From an optimization exercise on the open Yosys and OpenROAD flow, aimed at small area, a short achievable clock period and few clock cycles; shortcuts taken in it are not production practice.
No activity file was given, so power comes from the tool's default toggle rates.

==> flow/design.v (excerpt) <==
module mips(
	input wire clk,
	input wire rst,
	output wire [31:0] INST_ADDR,
	input wire [31:0] INST_DATA,
	output wire [31:0] DMEM_ADDR,
	output wire DMEM_WE,
	output wire [31:0] DMEM_WDATA,
	input wire [31:0] DMEM_RDATA
	);
	genvar gk, gb;
	reg  [31:0] pc;
	reg  [31:0] ras;
	reg         e_ld, e_st, e_br, e_bx, e_jr;      
	reg         e_kill;                  
	reg         e_cst;                   
	reg  [4:0]  e_rd;                    
	reg         e_fa_lo, e_fa_hi;
	reg         c_ab, c_mb, c_am, c_mm;
	reg         j_a, j_m;                
	reg         e_fb;                    
	reg         x_b, x_bn, x_m, x_mn, x_i, x_in;
	reg         h_b, h_br, h_m, h_mr;
	reg         e_sub;                   
	reg         s_m, s_a, s_c;
	reg         r_add, r_slt, r_and, r_or, r_xor, r_nor, r_srl, r_sll, r_b;
	reg         e_sra;
	reg  [4:0]  e_sa;
	reg  [31:0] e_a, e_b;
	reg  [31:0] e_x;
	reg         m_we, m_ld;
	reg  [4:0]  m_rd;
	reg  [31:0] m_res, m_wd;
	reg  [31:0] rf [1:31];
	reg  [31:1] rf_v;
	wire [31:0] fa = {{16{e_fa_hi}}, {16{e_fa_lo}}};
	wire [31:0] a = (fa & m_res) | (~fa & e_a);
	wire [31:0] bx = ({32{x_b}} & e_b) | ({32{x_bn}} & ~e_b)
	               | ({32{x_m}} & m_res) | ({32{x_mn}} & ~m_res)
	               | ({32{x_i}} & e_x) | ({32{x_in}} & ~e_x);
	wire [4:0]  sa;
	generate for (gb = 0; gb < 5; gb = gb + 1) begin : sam
		wire n0, n1, n2;
		g_nand2 u0(.a(s_m), .b(m_res[gb]), .y(n0));
		g_nand2 u1(.a(s_a), .b(e_a[gb]), .y(n1));
		g_nand2 u2(.a(s_c), .b(e_sa[gb]), .y(n2));
		g_nand3 u3(.a(n0), .b(n1), .c(n2), .y(sa[gb]));
	end endgenerate
	wire [31:0] sum, p, g;
	ks_add32 add(.a(a), .b(bx), .cin(e_sub), .s(sum), .p(p), .g0(g));
	wire [31:0] pg = p | g;                           
	function automatic [31:0] rev32(input [31:0] x);
		integer k;
		for (k = 0; k < 32; k = k + 1) rev32[k] = x[31-k];
	endfunction
	wire [31:0] sh_in = ({32{h_b}} & e_b) | ({32{h_br}} & rev32(e_b))
	                  | ({32{h_m}} & m_res) | ({32{h_mr}} & rev32(m_res));
	wire        sh_fill = e_sra & bx[31];
	wire [32:0] sh_ext = $signed({sh_fill, sh_in}) >>> sa;
	wire [31:0] sr = sh_ext[31:0];
	wire [31:0] oth = ({32{r_and}} & g)
	                | ({32{r_or}}  & pg)
	                | ({32{r_xor}} & p)
	                | ({32{r_nor}} & ~pg)
	                | ({32{r_srl}} & sr)
	                | ({32{r_sll}} & rev32(sr))
  ...
==> flow/config.mk <==
export PLATFORM = sky130hd
export DESIGN_NAME = mips
export DESIGN_NICKNAME = mips
export VERILOG_FILES = /design/flow/design.v
export SDC_FILE = /design/flow/constraint.sdc
export NUM_CORES = 8
export LEC_CHECK = 0
export CAP_MARGIN = 20
export CORE_MARGIN = 2
export CORE_UTILIZATION = 40
export PLACE_DENSITY = 0.7
export SLEW_MARGIN = 40
export SYNTH_HIERARCHICAL = 1
export SYNTH_MINIMUM_KEEP_SIZE = 0
==> flow/constraint.sdc <==
create_clock -name core_clock -period 10.0 [get_ports {clk}]
set_input_delay 2.0000 -clock core_clock [delete_from_list [all_inputs] [get_ports {clk}]]
set_output_delay 2.0000 -clock core_clock [all_outputs]
set_load 0.01 [all_outputs]
standard.sh (not shown) runs the stock make flow with config.mk's settings and CLKGATE_MAP_FILE= SYNTH_SCRIPT=/design/flow/synth_recipe.tcl, a recipe that flattens the netlist after the stock synthesis.
==> flow/flow/run.sh <==
#!/bin/bash
set -euo pipefail
MARGIN=6.6
bash standard.sh synth > synth.log 2>&1
SYNTH_ODB=orfs/results/sky130hd/mips/base/1_synth.odb openroad -no_init -exit flow/downsize.tcl > downsize.log 2>&1
bash standard.sh SETUP_SLACK_MARGIN=$MARGIN "CTS_ARGS=-sink_clustering_enable -repair_clock_nets -dont_use_dummy_load -buf_list sky130_fd_sc_hd__clkbuf_8 -sink_clustering_size 20" finish > layout.log 2>&1
==> flow/flow/downsize.tcl <==
# Set every combinational cell that synthesis mapped to a larger drive
# strength back to its smallest variant; the timing repair later in the flow
# sizes up the cells that need it.
set odb $::env(SYNTH_ODB)
read_db $odb
set db [ord::get_db]
set n 0
foreach inst [[ord::get_db_block] getInsts] {
  set m [$inst getMaster]
  set name [$m getName]
  if {[regexp {^sky130_fd_sc_hd__(df|edf|sdf|dl|sdl|conb|tap|fill|decap|diode)} $name]} { continue }
  if {[regexp {^(sky130_fd_sc_hd__[a-z0-9]+)_([0-9]+)$} $name -> base size] && $size > 1} {
    foreach s {1 0} {
      set nm [$db findMaster ${base}_$s]
      if {$nm ne "NULL" && $nm ne ""} {
        $inst swapMaster $nm
        incr n
        break
      }
    }
  }
}
puts "downsized $n cells"
write_db $odb
The baseline ran to the end with no violations.
Edit:
--- a/flow/design.v
+++ b/flow/design.v
@@ -795,13 +795,12 @@
 	input wire [31:0] DMEM_RDATA
 	);
 	genvar gk, gb;
 	reg  [31:0] pc;
 	reg  [31:0] ras;
 	reg         e_ld, e_st, e_br, e_bx, e_jr;      
-	reg         e_kill;                  
 	reg         e_cst;                   
 	reg  [4:0]  e_rd;                    
 	reg         e_fa_lo, e_fa_hi;
 	reg         c_ab, c_mb, c_am, c_mm;
 	reg         j_a, j_m;                
 	reg         e_fb;                    
@@ -855,19 +854,21 @@
 	g_a221o r0(.a1(r_add), .a2(sum[0]), .b1(r_slt), .b2(sum[31]), .c1(oth[0]), .y(alu[0]));
 	generate for (gb = 1; gb < 32; gb = gb + 1) begin : res
 		g_a21o r(.a1(r_add), .a2(sum[gb]), .b1(oth[gb]), .y(alu[gb]));
 	end endgenerate
 	wire eq = (c_ab & (e_a == e_b)) | (c_mb & (m_res == e_b))
 	        | (c_am & (e_a == m_res)) | c_mm;
-	wire e_ldq = e_ld & ~e_kill;
-	wire e_stq = e_st & ~e_kill;
-	wire mis_br = e_br & ~e_kill & (eq ^ e_bx);
-	wire mis_jr = e_jr & ~e_kill & ((j_a & (e_a != pc)) | (j_m & (m_res != pc)));
+	wire mis_br = e_br & (eq ^ e_bx);
+	wire mis_jr = e_jr & ((j_a & (e_a != pc)) | (j_m & (m_res != pc)));
 	wire mis    = mis_br | mis_jr;
 	wire [31:0] redirect = e_jr ? a : e_x;
 	wire [31:0] m_val = m_ld ? DMEM_RDATA : m_res;
+	wire [31:0] m_valr;
+	generate for (gb = 0; gb < 32; gb = gb + 1) begin : mvr
+		g_mux2 m(.a0(m_res[gb]), .a1(DMEM_RDATA[gb]), .s(m_ld), .y(m_valr[gb]));
+	end endgenerate
 	wire m_w = (m_rd != 5'd0);
 	assign DMEM_ADDR  = m_res;
 	assign DMEM_WE    = m_we;
 	assign DMEM_WDATA = m_wd;
 	wire [31:0] ins = INST_DATA;
 	assign INST_ADDR = pc;
@@ -956,22 +957,22 @@
 	wire [31:0] rs_val, rt_val;
 	generate for (gb = 0; gb < 32; gb = gb + 1) begin : rdp
 		wire [31:0] d;
 		for (gk = 1; gk < 32; gk = gk + 1) begin : c
 			assign d[gk-1] = rf[gk][gb];
 		end
-		assign d[31] = m_val[gb];
+		assign d[31] = m_valr[gb];
 		g_rd32f ua(.s(sel_a), .d(d), .q(rs_val[gb]));
 		g_rd32f ub(.s(sel_b), .d(d), .q(rt_val[gb]));
 	end endgenerate
-	wire e_w = (e_rd != 5'd0) & ~e_kill;
+	wire e_w = (e_rd != 5'd0);
 	wire rs_e = e_w & (rs == e_rd);
 	wire rt_e = e_w & (rt == e_rd);
 	wire rs_e2;
 	g_buf fab(.a(rs_e), .y(rs_e2));       
-	wire stall = e_ldq & ((uses_rs & rs_e) | (uses_rt & rt_e));
+	wire stall = e_ld & ((uses_rs & rs_e) | (uses_rt & rt_e));
 	wire adv = ~stall & ~mis;         
 	wire pred_t = is_bne | (is_beq & imm[15]);
 	wire [15:0] blo;
 	wire        bco;
 	ks_add16c badd(.a(pc[17:2]), .b(imm), .cin(1'b1), .s(blo), .co(bco));
 	wire [13:0] hi = pc[31:18];
@@ -1003,28 +1004,31 @@
 			if (is_jal | is_jalr) ras <= pc4;
 		end
 	end
 	always @(posedge clk or posedge rst) begin
 		if (rst) begin
 			{e_ld, e_st, e_br, e_bx, e_jr} <= 5'b0;
-			e_kill <= 1'b1;
 			e_rd <= 5'd0;
 			m_we <= 1'b0;
 			m_ld <= 1'b0;
 			m_rd <= 5'd0;
 		end else begin
-			e_ld <= is_lw;
-			e_st <= is_sw;
-			e_br <= is_br;
-			e_bx <= is_bne ^ pred_t;
-			e_jr <= is_jr | is_jalr;
-			e_rd <= dst;
-			e_kill <= ~adv;
-			m_we <= e_stq;
-			m_ld <= e_ldq;
-			m_rd <= e_w ? e_rd : 5'd0;
+			if (adv) begin
+				e_ld <= is_lw;
+				e_st <= is_sw;
+				e_br <= is_br;
+				e_bx <= is_bne ^ pred_t;
+				e_jr <= is_jr | is_jalr;
+				e_rd <= dst;
+			end else begin
+				{e_ld, e_st, e_br, e_bx, e_jr} <= 5'b0;
+				e_rd <= 5'd0;
+			end
+			m_we <= e_st;
+			m_ld <= e_ld;
+			m_rd <= e_rd;
 		end
 	end
 	always @(posedge clk) begin
 		e_fa_lo <= rs_e;
 		e_fa_hi <= rs_e2;
 		j_a   <= ~rs_e;
Result: Non-clock buffer count went down by 41; final cell count hardly moves; setup slack gains 82 ps; clock power went up by about 1%; combinational power grows by about 2%; final area came out lower by about 0.5%; clock skew decreases by 11 ps; clock-buffer cell count goes up by 2.
Function was not checked in any run of this note: the RTL went through the layout flow alone.

separate check: timing with driven ports:
The flow's constraints put no driver on any port. The routed layouts listed below were extracted and timed again, unchanged, in two steps.
Step 1 assumes that a clkbuf_16 drives the clock port and a buf_2 every other input.
Step 2 also shifts input and output timing later by t, the mid clock arrival at the registers, as if the neighbouring blocks saw the same clock.
Three values: no drivers, after step 1, after step 2; two values: the first two.
| run | t, ns | setup slack, ns | latest minus earliest clock arrival (ns) | worst data-port slew with drivers (ns) |
|---|---|---|---|---|
| the first run | 0.998 | 6.310 / 6.238 / 5.393 | 0.160 / 0.160 | 0.16 |
| the second run | 1.016 | 6.392 / 6.312 / 5.429 | 0.163 / 0.163 | 0.19 |
After both steps setup and hold are still met in every run listed. The setup slack of the second run, which loses most, moves by -0.080 ns with the drivers and by -0.963 ns with both steps.
